Context: an optimization exercise on an open-source flow, tuned for small area, a short achievable clock period and few clock cycles. The choices shown serve that exercise and are no tape-out recipe.
Where RTL was checked, it was by simulation tests only, not by an equivalence proof against the original.

==> flow/design.v (excerpt) <==
module RISC_SPM (clk, rst, mem_addr, mem_wdata, mem_we, mem_rdata);
Size in the first run: roughly 71 flip-flops, about 27 I/O pins.
clock: 6.0 ns
lec_check: 0
abc_area: 1
cap_margin: 20
core_margin: 2
core_utilization: 40
setup_slack_margin: 3.0
slew_margin: 20
run.sh (not shown) runs the stock make flow with config.mk's settings and CLKGATE_MAP_FILE= SYNTH_SCRIPT=/design/flow/synth_recipe.tcl, a recipe that flattens the netlist after the stock synthesis.
The starting point finished with timing, DRC and antenna clean.
Change:
--- a/flow/design.v
+++ b/flow/design.v
@@ -7,21 +7,22 @@
   localparam [3:0] S_FETCH = 4'd0, S_EXEC = 4'd1, S_RD2 = 4'd2, S_WR2 = 4'd3, S_BR2 = 4'd4,
                    S_M1 = 4'd5, S_M2 = 4'd6, S_M3 = 4'd7, S_MW = 4'd8, S_HALT = 4'd9;
   reg [7:0] R0, R1, R2, R3;    
   reg [3:0] op;                
   reg [3:0] so, sd;            
   reg       opnd;              
   reg       chk;               
   reg [7:0] AR;                
   reg [7:0] T;                 
   reg       Z, V;
-  reg       bone, btwo, bneg;  
+  reg [1:0] pr;                
+  reg       qm1;               
   reg [3:0] st;
   wire [7:0] a = ({8{so[0]}} & R0) | ({8{so[1]}} & R1) | ({8{so[2]}} & R2) | ({8{so[3]}} & R3);
   wire [7:0] b = ({8{sd[0]}} & R0) | ({8{sd[1]}} & R1) | ({8{sd[2]}} & R2) | ({8{sd[3]}} & R3);
   wire exec = (st == S_EXEC);
   wire       is_sub = (op == 4'd2);
   wire       is_and = (op == 4'd3);
   wire       is_not = (op == 4'd4);
   wire [7:0] ax     = a ^ {8{is_sub}};
   wire [7:0] ag     = b & ax;
   wire [7:0] ap     = b ^ ax;
@@ -33,28 +34,29 @@
     for (ks = 1; ks < 8; ks = ks * 2) begin
       kg2 = kg; kp2 = kp;
       for (ki = ks; ki < 8; ki = ki + 1) begin
         kg2[ki] = kg[ki] | (kp[ki] & kg[ki-ks]);
         kp2[ki] = kp[ki] & kp[ki-ks];
       end
       kg = kg2; kp = kp2;
     end
   end
   wire [7:0] sum    = ap ^ {kg[6:0], is_sub};
+  wire [7:0] r      = is_and ? (a & b) : is_not ? ~a : sum;
   wire       alu_v  = ~is_and & ~(a[7] ^ b[7]) & (sum[7] ^ a[7]);
   wire [7:0] zc     = {b[6:0] | ax[6:0], is_sub};
   wire       zsum   = ((b ^ ax) == zc);
   wire       alu_z  = is_and ? ((a & b) == 8'd0) : is_not ? (a == 8'hFF) : zsum;
   wire       same = |(so & sd);
-  wire       one  = bone;
-  wire       two  = btwo;
-  wire       neg  = bneg;
+  wire       one  = pr[0] ^ qm1;
+  wire       two  = (pr[1] & ~pr[0] & ~qm1) | (~pr[1] & pr[0] & qm1);
+  wire       neg  = pr[1];
   wire [9:0] mb   = two ? {b[7], b, 1'b0} : (one ? {b[7], b[7], b} : 10'd0);
   wire [9:0] my   = mb ^ {10{neg}};
   wire [9:0] mx   = {{2{T[7]}}, T};
   wire [9:0] mg   = mx & my;
   wire [9:0] mp   = mx ^ my;
   reg  [9:0] qg, qp, qg2, qp2;
   integer    qi, qs;
   always @* begin
     qg = mg; qp = mp;
     qg[0] = mg[0] | (mp[0] & neg);
@@ -126,21 +128,21 @@
   end
   always @(posedge clk or negedge rst) begin
     if (!rst) begin
       AR <= 8'd0; Z <= 1'b0; V <= 1'b0; st <= S_FETCH;
     end else begin
       if (alu_w) begin
         Z <= alu_z;
         if (!is_not) V <= alu_v;
       end else if (st == S_M3) begin
         Z <= 1'b1;
-        V <= bneg & (so[0] ? S[1] : R0[7]);
+        V <= pr[1] & (so[0] ? S[1] : R0[7]);
       end
       AR <= ar_next;
       case (st)
         S_FETCH: st <= S_EXEC;
         S_EXEC:
           if (halt)         st <= S_HALT;
           else if (is_mul)  st <= S_M1;
           else if (opnd & untake) st <= S_FETCH;
           else if (opnd)    st <= (op == 4'd5) ? S_RD2 : (op == 4'd6) ? S_WR2 : S_BR2;
         S_RD2:   st <= S_FETCH;
@@ -164,21 +166,19 @@
     if (rwe[3]) R3 <= Wr;
   end
   always @(posedge clk) begin
     if (fetch) begin
       op   <= nop;
       so   <= 4'b0001 << mem_rdata[3:2];
       sd   <= 4'b0001 << mem_rdata[1:0];
       opnd <= nopnd;
       chk  <= nchk;
       T    <= nmul ? 8'd0 : ar2;
-      bone <= rn[0];
-      btwo <= rn[1] & ~rn[0];
-      bneg <= rn[1];
+      pr   <= rn;
+      qm1  <= 1'b0;
     end else if (mul_it) begin
       T    <= S[9:2];
-      bone <= pnext[0] ^ bneg;
-      btwo <= (pnext[1] & ~pnext[0] & ~bneg) | (~pnext[1] & pnext[0] & bneg);
-      bneg <= pnext[1];
+      pr   <= pnext;
+      qm1  <= pr[1];
     end
   end
 endmodule
- clock skew barely changes
- routed wire length went down by a few percent
- non-clock buffer count went down by 12
- maximum frequency went up by a few percent
- clock-buffer cell count went up by 3
- via count went down by a few percent
- die area went down by a few percent
- sequential share of layout area went up by 0.45 points
- worst setup slack improved by 0.12 ns
- flip-flop and latch count stays the same
Testbench counts after the change, summed over its fixed seeds: cycles 26,597.
No functional check of the RTL was part of the first run of this note.


The RTL this note starts from:
==> flow/design.v <==
module RISC_SPM (clk, rst, mem_addr, mem_wdata, mem_we, mem_rdata);
  input        clk, rst;
  output [7:0] mem_addr;
  output [7:0] mem_wdata;
  output       mem_we;
  input  [7:0] mem_rdata;
  localparam [3:0] S_FETCH = 4'd0, S_EXEC = 4'd1, S_RD2 = 4'd2, S_WR2 = 4'd3, S_BR2 = 4'd4,
                   S_M1 = 4'd5, S_M2 = 4'd6, S_M3 = 4'd7, S_MW = 4'd8, S_HALT = 4'd9;
  reg [7:0] R0, R1, R2, R3;    
  reg [3:0] op;                
  reg [3:0] so, sd;            
  reg       opnd;              
  reg       chk;               
  reg [7:0] AR;                
  reg [7:0] T;                 
  reg       Z, V;
  reg [1:0] pr;                
  reg       qm1;               
  reg [3:0] st;
  wire [7:0] a = ({8{so[0]}} & R0) | ({8{so[1]}} & R1) | ({8{so[2]}} & R2) | ({8{so[3]}} & R3);
  wire [7:0] b = ({8{sd[0]}} & R0) | ({8{sd[1]}} & R1) | ({8{sd[2]}} & R2) | ({8{sd[3]}} & R3);
  wire exec = (st == S_EXEC);
  wire       is_sub = (op == 4'd2);
  wire       is_and = (op == 4'd3);
  wire       is_not = (op == 4'd4);
  wire [7:0] ax     = a ^ {8{is_sub}};
  wire [4:0] alo    = {1'b0, b[3:0]} + {1'b0, ax[3:0]} + {4'd0, is_sub};
  wire [3:0] ahi0   = b[7:4] + ax[7:4];
  wire [3:0] ahi1   = b[7:4] + ax[7:4] + 4'd1;
  wire [7:0] sum    = {alo[4] ? ahi1 : ahi0, alo[3:0]};
  wire [7:0] r      = is_and ? (a & b) : is_not ? ~a : sum;
  wire       alu_v  = (a[7] & b[7] & ~r[7]) | (~a[7] & ~b[7] & r[7]);
  wire [7:0] zc     = {b[6:0] | ax[6:0], is_sub};
  wire       zsum   = ((b ^ ax) == zc);
  wire       alu_z  = is_and ? ((a & b) == 8'd0) : is_not ? (a == 8'hFF) : zsum;
  wire       same = |(so & sd);
  wire       one  = pr[0] ^ qm1;
  wire       two  = (pr[1] & ~pr[0] & ~qm1) | (~pr[1] & pr[0] & qm1);
  wire       neg  = pr[1];
  wire [9:0] mb   = two ? {b[7], b, 1'b0} : (one ? {b[7], b[7], b} : 10'd0);
  wire [9:0] my   = mb ^ {10{neg}};
  wire [9:0] mx   = {{2{T[7]}}, T};
  wire [5:0] mlo  = {1'b0, mx[4:0]} + {1'b0, my[4:0]} + {5'd0, neg};
  wire [4:0] mhi0 = mx[9:5] + my[9:5];
  wire [4:0] mhi1 = mx[9:5] + my[9:5] + 5'd1;
  wire [9:0] S    = {mlo[5] ? mhi1 : mhi0, mlo[4:0]};
  reg  [1:0] pnext;
  always @* begin
    if (!same) pnext = a[3:2];
    else case (st)
      S_M1:    pnext = a[5:4];
      S_M2:    pnext = a[7:6];
      default: pnext = a[3:2];
    endcase
  end
  wire is_alu  = (op == 4'd1) | (op == 4'd2) | is_and | is_not;
  wire is_mul  = (op == 4'd10);
  wire halt    = op[3] & (op[2] | (op[1] & op[0]));
  wire mul_it  = (exec & is_mul) | (st == S_M1) | (st == S_M2) | (st == S_M3);
  assign mem_addr  = AR;
  assign mem_wdata = a;
  assign mem_we    = (st == S_WR2);
  wire fetch = (st == S_FETCH) | (st == S_MW) | (exec & ~is_mul & ~opnd & ~halt);
  wire alu_w  = exec & is_alu;
  wire z_next = alu_w ? alu_z : Z;
  wire [3:0] nop    = mem_rdata[7:4];
  wire       nmul   = (nop == 4'd10);
  wire       nbrz   = (nop == 4'd8);
  wire       nbro   = (nop == 4'd9);
  wire       vlate  = alu_w & ~is_not;
  wire       nopnd  = (nop == 4'd5) | (nop == 4'd6) | (nop == 4'd7) |
                      (nbrz & z_next) | (nbro & (V | vlate));
  wire       nchk   = nbro & vlate;
  wire       nskip  = (nbrz | nbro) & ~nopnd;
  wire       untake = chk & ~V;            
  wire [7:0] ar1    = AR + 8'd1;
  wire [7:0] ar2    = AR + 8'd2;
  reg       wen;
  reg [7:0] W;
  always @* begin
    wen = 1'b0;
    W   = r;
    if (alu_w)              begin wen = 1'b1; W = r; end
    else if (st == S_RD2)   begin wen = 1'b1; W = mem_rdata; end
    else if (mul_it)        begin wen = ~same; W = {S[1:0], a[7:2]}; end
    else if (st == S_MW)    begin wen = 1'b1; W = T; end
  end
  wire [3:0] wsel = {4{wen}} & (mul_it ? so : sd);
  wire [1:0] ns = mem_rdata[3:2];
  reg  [1:0] rn;
  always @* begin
    case (ns) 2'd0: rn = R0[1:0]; 2'd1: rn = R1[1:0]; 2'd2: rn = R2[1:0]; default: rn = R3[1:0]; endcase
    if (wsel[ns]) rn = W[1:0];
  end
  always @(posedge clk or negedge rst) begin
    if (!rst) begin
      R0 <= 8'd0; R1 <= 8'd0; R2 <= 8'd0; R3 <= 8'd0;
      AR <= 8'd0; Z <= 1'b0; V <= 1'b0; st <= S_FETCH;
    end else begin
      if (wsel[0]) R0 <= W;
      if (wsel[1]) R1 <= W;
      if (wsel[2]) R2 <= W;
      if (wsel[3]) R3 <= W;
      if (alu_w) begin
        Z <= alu_z;
        if (!is_not) V <= alu_v;
      end else if (st == S_M3) begin
        Z <= 1'b1;
        V <= pr[1] & (so[0] ? S[1] : R0[7]);
      end
      if (fetch) AR <= nskip ? ar2 : ar1;
      else if (exec & opnd & untake) AR <= ar1;
      else if ((exec & opnd) | (st == S_BR2)) AR <= mem_rdata;
      else if ((st == S_RD2) | (st == S_WR2)) AR <= T;
      case (st)
        S_FETCH: st <= S_EXEC;
        S_EXEC:
          if (halt)         st <= S_HALT;
          else if (is_mul)  st <= S_M1;
          else if (opnd & untake) st <= S_FETCH;
          else if (opnd)    st <= (op == 4'd5) ? S_RD2 : (op == 4'd6) ? S_WR2 : S_BR2;
        S_RD2:   st <= S_FETCH;
        S_WR2:   st <= S_FETCH;
        S_BR2:   st <= S_FETCH;
        S_M1:    st <= S_M2;
        S_M2:    st <= S_M3;
        S_M3:    st <= S_MW;
        S_MW:    st <= S_EXEC;
        S_HALT:  st <= S_HALT;
        default: st <= S_FETCH;
      endcase
    end
  end
  always @(posedge clk) begin
    if (fetch) begin
      op   <= nop;
      so   <= 4'b0001 << mem_rdata[3:2];
      sd   <= 4'b0001 << mem_rdata[1:0];
      opnd <= nopnd;
      chk  <= nchk;
      T    <= nmul ? 8'd0 : ar2;
      pr   <= rn;
      qm1  <= 1'b0;
    end else if (mul_it) begin
      T    <= S[9:2];
      pr   <= pnext;
      qm1  <= pr[1];
    end
  end
endmodule
clock: 6.0 ns
lec_check: 0
abc_area: 1
cap_margin: 20
core_margin: 2
core_utilization: 40
setup_slack_margin: 2.7
slew_margin: 20
==> next run, changes <==
--- a/flow/design.v
+++ b/flow/design.v
@@ -23,12 +23,25 @@
   wire       is_sub = (op == 4'd2);
   wire       is_and = (op == 4'd3);
   wire       is_not = (op == 4'd4);
   wire [7:0] ax     = a ^ {8{is_sub}};
-  wire [4:0] alo    = {1'b0, b[3:0]} + {1'b0, ax[3:0]} + {4'd0, is_sub};
-  wire [3:0] ahi0   = b[7:4] + ax[7:4];
-  wire [3:0] ahi1   = b[7:4] + ax[7:4] + 4'd1;
-  wire [7:0] sum    = {alo[4] ? ahi1 : ahi0, alo[3:0]};
+  wire [7:0] ag     = b & ax;
+  wire [7:0] ap     = b ^ ax;
+  reg  [7:0] kg, kp, kg2, kp2;
+  integer    ki, ks;
+  always @* begin
+    kg = ag; kp = ap;
+    kg[0] = ag[0] | (ap[0] & is_sub);
+    for (ks = 1; ks < 8; ks = ks * 2) begin
+      kg2 = kg; kp2 = kp;
+      for (ki = ks; ki < 8; ki = ki + 1) begin
+        kg2[ki] = kg[ki] | (kp[ki] & kg[ki-ks]);
+        kp2[ki] = kp[ki] & kp[ki-ks];
+      end
+      kg = kg2; kp = kp2;
+    end
+  end
+  wire [7:0] sum    = ap ^ {kg[6:0], is_sub};
   wire [7:0] r      = is_and ? (a & b) : is_not ? ~a : sum;
   wire       alu_v  = (a[7] & b[7] & ~r[7]) | (~a[7] & ~b[7] & r[7]);
   wire [7:0] zc     = {b[6:0] | ax[6:0], is_sub};
   wire       zsum   = ((b ^ ax) == zc);
@@ -39,12 +52,25 @@
   wire       neg  = pr[1];
   wire [9:0] mb   = two ? {b[7], b, 1'b0} : (one ? {b[7], b[7], b} : 10'd0);
   wire [9:0] my   = mb ^ {10{neg}};
   wire [9:0] mx   = {{2{T[7]}}, T};
-  wire [5:0] mlo  = {1'b0, mx[4:0]} + {1'b0, my[4:0]} + {5'd0, neg};
-  wire [4:0] mhi0 = mx[9:5] + my[9:5];
-  wire [4:0] mhi1 = mx[9:5] + my[9:5] + 5'd1;
-  wire [9:0] S    = {mlo[5] ? mhi1 : mhi0, mlo[4:0]};
+  wire [9:0] mg   = mx & my;
+  wire [9:0] mp   = mx ^ my;
+  reg  [9:0] qg, qp, qg2, qp2;
+  integer    qi, qs;
+  always @* begin
+    qg = mg; qp = mp;
+    qg[0] = mg[0] | (mp[0] & neg);
+    for (qs = 1; qs < 10; qs = qs * 2) begin
+      qg2 = qg; qp2 = qp;
+      for (qi = qs; qi < 10; qi = qi + 1) begin
+        qg2[qi] = qg[qi] | (qp[qi] & qg[qi-qs]);
+        qp2[qi] = qp[qi] & qp[qi-qs];
+      end
+      qg = qg2; qp = qp2;
+    end
+  end
+  wire [9:0] S    = mp ^ {qg[8:0], neg};
   reg  [1:0] pnext;
   always @* begin
     if (!same) pnext = a[3:2];
     else case (st)
@@ -93,15 +119,10 @@
     if (wsel[ns]) rn = W[1:0];
   end
   always @(posedge clk or negedge rst) begin
     if (!rst) begin
-      R0 <= 8'd0; R1 <= 8'd0; R2 <= 8'd0; R3 <= 8'd0;
       AR <= 8'd0; Z <= 1'b0; V <= 1'b0; st <= S_FETCH;
     end else begin
-      if (wsel[0]) R0 <= W;
-      if (wsel[1]) R1 <= W;
-      if (wsel[2]) R2 <= W;
-      if (wsel[3]) R3 <= W;
       if (alu_w) begin
         Z <= alu_z;
         if (!is_not) V <= alu_v;
       end else if (st == S_M3) begin
@@ -130,8 +151,16 @@
         default: st <= S_FETCH;
       endcase
     end
   end
+  wire [7:0] Wr  = W & {8{rst}};
+  wire [3:0] rwe = wsel | {4{~rst}};
+  always @(posedge clk) begin
+    if (rwe[0]) R0 <= Wr;
+    if (rwe[1]) R1 <= Wr;
+    if (rwe[2]) R2 <= Wr;
+    if (rwe[3]) R3 <= Wr;
+  end
   always @(posedge clk) begin
     if (fetch) begin
       op   <= nop;
       so   <= 4'b0001 << mem_rdata[3:2];
=> The new run finished clean; final area decreases by a few percent; wire length decreases by a few percent; die area decreases by a few percent; sequential share of layout area increases by 4.1 points; synthesized cell count decreases by a few percent; clock skew is about the same; non-clock buffer count decreases by 22; core utilization decreases by 1.1 points.
Testbench counts after the change, summed over its fixed seeds: cycles 26,597.
The RTL of the first run of this note was laid out without a check of its function.

==> re-timing with driven ports <==
How much do the figures lean on ideal ports? The routed layouts below were timed once more, with nothing changed but the port constraints.
Step 1 assumes that a clkbuf_16 drives the clock port and a buf_2 every other input.
Step 2 moves the port delays by t, midway between the first and last clock arrival at a register: inputs arrive t later, outputs are due t later. That takes back most of the time a late clock gives input paths.
a / b / c = ideal ports / drivers / drivers and shift; a / b = the first two.
run	t, ns	slack for setup (ns)	hold slack, ns	pins driven straight from the clock port
the first run of note 1	0.390	2.836 / 2.836 / 2.824	0.544 / 0.544 / 0.544	1
the second run of note 1	0.390	2.961 / 2.919 / 2.759	0.552 / 0.552 / 0.552	1
the first run of note 2	0.374	2.749 / 2.714 / 2.497	0.499 / 0.499 / 0.499	1
the second run of note 2	0.381	2.801 / 2.759 / 2.614	0.529 / 0.529 / 0.529	1
After both steps setup and hold are still met in every run listed. For the first run of note 2, which loses most, drivers alone change the setup slack by -0.035 ns; drivers and shift together by -0.252 ns.
